This design comes from an exercise in tuning for small area, a short achievable clock period and few clock cycles per item on the open sky130 flow, not from production work. At most, simulation tests tie the RTL to the original design; equivalence was not proved. Power is estimated from default activity; no workload was simulated.

==> trial 78 <==
## header_parser
module header_parser (
    input  logic         clk,
    input  logic         rst_n,
    input  logic  [0:255]  in_data,
    input  logic  [31:0]   in_keep,
    input  logic           in_valid,
    input  logic           in_last,
    output logic  [0:255]  out_data,
    output logic  [0:31]   out_keep,
    output logic           out_valid,
    output logic           out_last,
    output logic           timestamp_valid,
    output logic  [31:0]   timestamp,
    input  logic           out_ready,
    output logic           in_ready,
    input  logic           cfg_we,
    input  logic  [3:0]    cfg_waddr,
    input  logic  [31:0]   cfg_wdata,
    input  logic  [3:0]    cfg_raddr,
    output logic  [31:0]   cfg_rdata
);
    localparam [31:0] HEADER_KEEP = 32'h0000_03FF;    
    typedef enum logic [2:0] {
        IDLE,     
        HDR1,     
        HDR1_OK,  
        HDR1_NG,  
        STREAM,   
        DROP      
    } parse_state;
    parse_state state, state_next;
    logic free, pass, b1;
    logic [255:0] d;
    assign d = in_data;
    logic beat0_ok, beat1_ok;
    filter_core my_filter_core (
        .clk,
        .rst_n,
        .data(d),
        .cfg_we,
        .cfg_waddr,
        .cfg_wdata,
        .cfg_raddr,
        .cfg_rdata,
        .beat0_ok,
        .beat1_ok
    );
    logic in_accept;
    assign in_accept = in_valid && in_ready;
    assign in_ready  = free || (pass && out_ready);
    assign out_valid = in_valid && pass;
    assign out_data  = in_data;
    assign out_keep  = b1 ? (in_keep & ~HEADER_KEEP) : in_keep;
    assign out_last  = in_last;
    always_comb begin
        state_next = state;
        case (state)
  ...
==> module cycle_counter, before the edit <==
module cycle_counter (
    input  logic        clk,
    input  logic        load,
    output logic [31:0] cycle_count
);
    always_ff @(posedge clk) begin
        if (load) cycle_count <= 32'd1;
        else      cycle_count <= cycle_count + 32'd1;
    end
endmodule
==> module filter_config, before the edit <==
module filter_config (
    input  logic        clk,         
    input  logic        rst_n,       
    input  logic        cfg_we,      
    input  logic [3:0]  cfg_waddr,   
    input  logic [31:0] cfg_wdata,   
    input  logic [3:0]  cfg_raddr,   
    output logic [31:0] cfg_rdata,   
    output logic [47:0] local_mac,       
    output logic [15:0] ethertype,       
    output logic [7:0]  ip_protocol,     
    output logic [31:0] ip_base,         
    output logic [31:0] ip_mask,         
    output logic [15:0] udp_dst_port     
);
    logic [31:0] mac_lo;     
    logic [15:0] mac_hi;     
    always_ff @(posedge clk or negedge rst_n) begin
        if (!rst_n) begin
            mac_lo         <= 32'hDEADBEEF;   
            mac_hi         <= 16'hCAFE;       
            ethertype      <= 16'h0800;       
            ip_protocol    <= 8'h11;          
            ip_base        <= 32'h0A000100;   
            ip_mask        <= 32'hFFFFFFFC;   
            udp_dst_port   <= 16'd25565;      
        end else if (cfg_we) begin
            case (cfg_waddr)
                4'h0: mac_lo         <= cfg_wdata;            
                4'h1: mac_hi         <= cfg_wdata[15:0];      
                4'h2: ethertype      <= cfg_wdata[15:0];      
                4'h3: ip_protocol    <= cfg_wdata[7:0];       
                4'h4: ip_base        <= cfg_wdata;            
                4'h5: ip_mask        <= cfg_wdata;            
                4'h6: udp_dst_port   <= cfg_wdata[15:0];      
                default: ;                                    
            endcase
        end
    end
    logic [31:0] r01, r23, r45, r67, r03, r47;
    assign r01 = cfg_raddr[0] ? {16'h0, mac_hi} : mac_lo;
    assign r23 = cfg_raddr[0] ? {24'h0, ip_protocol} : {16'h0, ethertype};
    assign r45 = cfg_raddr[0] ? ip_mask : ip_base;
    assign r67 = cfg_raddr[0] ? 32'hDEADBEEF : {16'h0, udp_dst_port};
    assign r03 = cfg_raddr[1] ? r23 : r01;
    assign r47 = cfg_raddr[1] ? r67 : r45;
    assign cfg_rdata = cfg_raddr[3] ? 32'hDEADBEEF : (cfg_raddr[2] ? r47 : r03);
    assign local_mac = {mac_hi, mac_lo};
endmodule
==> module header_parser, before the edit <==
module header_parser (
    input  logic         clk,
    input  logic         rst_n,
    input  logic  [0:255]  in_data,
    input  logic  [31:0]   in_keep,
    input  logic           in_valid,
    input  logic           in_last,
    output logic  [0:255]  out_data,
    output logic  [0:31]   out_keep,
    output logic           out_valid,
    output logic           out_last,
    output logic           timestamp_valid,
    output logic  [31:0]   timestamp,
    input  logic           out_ready,
    output logic           in_ready,
    input  logic           cfg_we,
    input  logic  [3:0]    cfg_waddr,
    input  logic  [31:0]   cfg_wdata,
    input  logic  [3:0]    cfg_raddr,
    output logic  [31:0]   cfg_rdata
);
    localparam [31:0] HEADER_KEEP = 32'h0000_03FF;    
    typedef enum logic [2:0] {
        IDLE,     
        HDR1,     
        HDR1_OK,  
        HDR1_NG,  
        STREAM,   
        DROP      
    } parse_state;
    parse_state state, state_next;
    logic free, pass, b1;
    logic [255:0] d;
    assign d = in_data;
    logic beat0_ok, beat1_ok;
    filter_core my_filter_core (
        .clk,
        .rst_n,
        .data(d),
        .cfg_we,
        .cfg_waddr,
        .cfg_wdata,
        .cfg_raddr,
        .cfg_rdata,
        .beat0_ok,
        .beat1_ok
    );
    logic in_accept;
    assign in_accept = in_valid && in_ready;
    assign in_ready  = free || (pass && out_ready);
    assign out_valid = in_valid && pass;
    assign out_data  = in_data;
    assign out_keep  = b1 ? (in_keep & ~HEADER_KEEP) : in_keep;
    assign out_last  = in_last;
    always_comb begin
        state_next = state;
        case (state)
            IDLE:    if (in_accept) state_next = in_last ? IDLE : (beat0_ok ? HDR1 : DROP);
            HDR1:    if (in_valid)  state_next = (beat1_ok && !in_last) ? HDR1_OK : HDR1_NG;
            HDR1_OK: if (in_accept) state_next = STREAM;    
            HDR1_NG: if (in_accept) state_next = in_last ? IDLE : DROP;
            default: if (in_accept && in_last) state_next = IDLE;
        endcase
    end
    always_ff @(posedge clk or negedge rst_n) begin
        if (!rst_n) begin
            state           <= IDLE;
            free            <= 1'b1;
            pass            <= 1'b0;
            b1              <= 1'b0;
            timestamp_valid <= 1'b0;
        end else begin
            state           <= state_next;
            free            <= (state_next == IDLE) || (state_next == HDR1_NG) || (state_next == DROP);
            pass            <= (state_next == HDR1_OK) || (state_next == STREAM);
            b1              <= (state_next == HDR1_OK);
            timestamp_valid <= in_accept && in_last && (state == STREAM);
        end
    end
    cycle_counter timestamper (
        .clk,
        .load(in_accept && state == IDLE),
        .cycle_count(timestamp)
    );
endmodule
clock: 5.0 ns
lec_check: 0
cap_margin: 20
core_margin: 2
core_utilization: 25
place_density: 0.5
setup_slack_margin: 1.5
slew_margin: 20
standard.sh (not shown) runs the stock make flow with config.mk's settings and CLKGATE_MAP_FILE= SYNTH_SCRIPT=/design/flow/synth_recipe.tcl, a recipe that flattens the netlist after the stock synthesis.
==> flow/flow/run.sh <==
#!/bin/bash
cp standard.sh standard_sh.txt
export BUFFER_PORTS_ARGS="-buffer_cell sky130_fd_sc_hd__buf_1"
bash standard.sh IO_CONSTRAINTS=$PWD/flow/io.tcl > standard.log 2>&1
==> flow/flow/io.tcl <==
# Keep the configuration read port together so the read mux sits next to its pins.
set_io_pin_constraint -group -pin_names {cfg_raddr[0] cfg_raddr[1] cfg_raddr[2] cfg_raddr[3] cfg_rdata[0] cfg_rdata[1] cfg_rdata[2] cfg_rdata[3] cfg_rdata[4] cfg_rdata[5] cfg_rdata[6] cfg_rdata[7] cfg_rdata[8] cfg_rdata[9] cfg_rdata[10] cfg_rdata[11] cfg_rdata[12] cfg_rdata[13] cfg_rdata[14] cfg_rdata[15] cfg_rdata[16] cfg_rdata[17] cfg_rdata[18] cfg_rdata[19] cfg_rdata[20] cfg_rdata[21] cfg_rdata[22] cfg_rdata[23] cfg_rdata[24] cfg_rdata[25] cfg_rdata[26] cfg_rdata[27] cfg_rdata[28] cfg_rdata[29] cfg_rdata[30] cfg_rdata[31]}
==> inputs of trial 19, as changes to trial 78 <==
--- a/flow/design.v
+++ b/flow/design.v
@@ -3,2 +3,3 @@
     input  logic        load,
+    input  logic        inc,
     output logic [31:0] cycle_count
@@ -6,4 +7,4 @@
     always_ff @(posedge clk) begin
-        if (load) cycle_count <= 32'd1;
-        else      cycle_count <= cycle_count + 32'd1;
+        if (load)     cycle_count <= 32'd2;
+        else if (inc) cycle_count <= cycle_count + 32'd1;
     end
@@ -49,10 +50,14 @@
     end
-    logic [31:0] r01, r23, r45, r67, r03, r47;
-    assign r01 = cfg_raddr[0] ? {16'h0, mac_hi} : mac_lo;
-    assign r23 = cfg_raddr[0] ? {24'h0, ip_protocol} : {16'h0, ethertype};
-    assign r45 = cfg_raddr[0] ? ip_mask : ip_base;
-    assign r67 = cfg_raddr[0] ? 32'hDEADBEEF : {16'h0, udp_dst_port};
-    assign r03 = cfg_raddr[1] ? r23 : r01;
-    assign r47 = cfg_raddr[1] ? r67 : r45;
-    assign cfg_rdata = cfg_raddr[3] ? 32'hDEADBEEF : (cfg_raddr[2] ? r47 : r03);
+    always_comb begin
+        case (cfg_raddr)
+            4'h0: cfg_rdata = mac_lo;                         
+            4'h1: cfg_rdata = {16'h0, mac_hi};               
+            4'h2: cfg_rdata = {16'h0, ethertype};            
+            4'h3: cfg_rdata = {24'h0, ip_protocol};          
+            4'h4: cfg_rdata = ip_base;                       
+            4'h5: cfg_rdata = ip_mask;                       
+            4'h6: cfg_rdata = {16'h0, udp_dst_port};         
+            default: cfg_rdata = 32'hDEADBEEF;               
+        endcase
+    end
     assign local_mac = {mac_hi, mac_lo};
@@ -122,7 +127,5 @@
     localparam [31:0] HEADER_KEEP = 32'h0000_03FF;    
-    typedef enum logic [2:0] {
+    typedef enum logic [1:0] {
         IDLE,     
         HDR1,     
-        HDR1_OK,  
-        HDR1_NG,  
         STREAM,   
@@ -130,4 +133,3 @@
     } parse_state;
-    parse_state state, state_next;
-    logic free, pass, b1;
+    parse_state state;
     logic [255:0] d;
@@ -149,17 +151,10 @@
     assign in_accept = in_valid && in_ready;
-    assign in_ready  = free || (pass && out_ready);
-    assign out_valid = in_valid && pass;
+    logic b1_chk, b1_pass;
+    assign in_ready  = (state == IDLE) || (state == DROP) ||
+                       (state == STREAM && out_ready) ||
+                       (state == HDR1 && b1_chk && (out_ready || !b1_pass));
+    assign out_valid = in_valid && ((state == STREAM) || (state == HDR1 && b1_chk && b1_pass));
     assign out_data  = in_data;
-    assign out_keep  = b1 ? (in_keep & ~HEADER_KEEP) : in_keep;
+    assign out_keep  = (state == HDR1) ? (in_keep & ~HEADER_KEEP) : in_keep;
     assign out_last  = in_last;
-    always_comb begin
-        state_next = state;
-        case (state)
-            IDLE:    if (in_accept) state_next = in_last ? IDLE : (beat0_ok ? HDR1 : DROP);
-            HDR1:    if (in_valid)  state_next = (beat1_ok && !in_last) ? HDR1_OK : HDR1_NG;
-            HDR1_OK: if (in_accept) state_next = STREAM;    
-            HDR1_NG: if (in_accept) state_next = in_last ? IDLE : DROP;
-            default: if (in_accept && in_last) state_next = IDLE;
-        endcase
-    end
     always_ff @(posedge clk or negedge rst_n) begin
@@ -167,13 +162,21 @@
             state           <= IDLE;
-            free            <= 1'b1;
-            pass            <= 1'b0;
-            b1              <= 1'b0;
             timestamp_valid <= 1'b0;
+            b1_chk          <= 1'b0;
         end else begin
-            state           <= state_next;
-            free            <= (state_next == IDLE) || (state_next == HDR1_NG) || (state_next == DROP);
-            pass            <= (state_next == HDR1_OK) || (state_next == STREAM);
-            b1              <= (state_next == HDR1_OK);
             timestamp_valid <= in_accept && in_last && (state == STREAM);
+            b1_chk          <= (state == HDR1) && in_valid && !in_accept;
+            if (in_accept) begin
+                if (in_last)
+                    state <= IDLE;
+                else case (state)
+                    IDLE:    state <= beat0_ok ? HDR1 : DROP;
+                    HDR1:    state <= b1_pass ? STREAM : DROP;
+                    default: ;
+                endcase
+            end
         end
+    end
+    always_ff @(posedge clk) begin
+        if (state == HDR1 && in_valid)
+            b1_pass <= beat1_ok && !in_last;
     end
@@ -182,2 +185,3 @@
         .load(in_accept && state == IDLE),
+        .inc(state != IDLE && !(in_accept && in_last)),
         .cycle_count(timestamp)
==> flow/run.sh (new file) <==
#!/bin/bash
# synth_recipe.tcl (not shown) runs the flow's synth.tcl, then flattens the netlist and writes it again
# the make line also repeats each setting of config.mk as NAME=value (left out here)
make -C /OpenROAD-flow-scripts/flow DESIGN_CONFIG=/design/flow/config.mk WORK_HOME=/design/flow/orfs CLKGATE_MAP_FILE= SYNTH_SCRIPT=/design/flow/synth_recipe.tcl finish
--- a/flow/config.mk
+++ b/flow/config.mk
@@ -11,3 +11,3 @@
 export PLACE_DENSITY = 0.5
-export SETUP_SLACK_MARGIN = 1.5
+export SETUP_SLACK_MARGIN = 2.5
 export SLEW_MARGIN = 20
removed: flow/flow/run.sh
removed: flow/flow/io.tcl
removed: flow/standard.sh
==> comparison table <==
| item | trial 19 | trial 78 |
|---|---|---|
| Outcome | complete, no violations | complete, no violations |
| Tap Cells | 615 | 664 |
| Cells after synthesis | 1192 | 1209 |
| Power density over the cells | 365.3 nW/um^2 | 448.9 nW/um^2 |
| Comb pwr | 2.19 mW | 1.78 mW |
| Register share of total power | 39.8% | 45.2% |
| Antenna diodes | 1 | 0 |
| Max-slew headroom | 35.33% | 23.21% |
| Cell Area, Placed | 14400 sq um | 12410 sq um |
| Number of iterations in the first detailed-routing pass | 7 | 5 |
| Slowest library cell on the worst path | a221oi_2 | or2_2 |
| Crit path capture | cfg_rdata[2] | cfg_rdata[1] |
| Sequential cell area fraction in the yosys report | 38.48% | 37.92% |
| Cell-internal power | 3.899 mW | 3.637 mW |
| Stages on worst setup path | 11 | 7 |
| Clk_skew | 0.008897 ns | 0.01277 ns |
| Buffers plus inverters on the worst setup path | 7 | 3 |
Testbench counts of trial 78, summed over its fixed seeds: cycles 28,240, packets 2,400.
Function not checked in trial 19: the RTL went through the layout flow alone.

-- re-timing with driven ports --
The results above use ideal ports. As a check the final layouts listed here were re-extracted and re-timed, cells and wires unchanged.
Step 1 sets driving cells, clkbuf_16 on the clock port and buf_2 on the other inputs (assumed; they add their load-dependent delay and slew).
Step 2 also shifts input and output timing later by t, the mid clock arrival at the registers, as if the neighbouring blocks saw the same clock.
Slacks: ideal / step 1 / step 2; pairs: ideal / step 1.
run	shift t [ns]	slack for setup (ns)	worst setup path after step 2	slew at the worst register clock pin (ns)	worst data-port slew with drivers (ns)
trial 78	0.516	1.444 / 1.415 / 1.415	input to output	0.08 / 0.08	0.28
trial 19	0.508	1.578 / 1.497 / 1.497	input to output	0.07 / 0.07	0.27
After both steps setup and hold are still met in every run listed. For trial 19, which loses most, drivers alone change the setup slack by -0.081 ns; drivers and shift together by -0.081 ns.
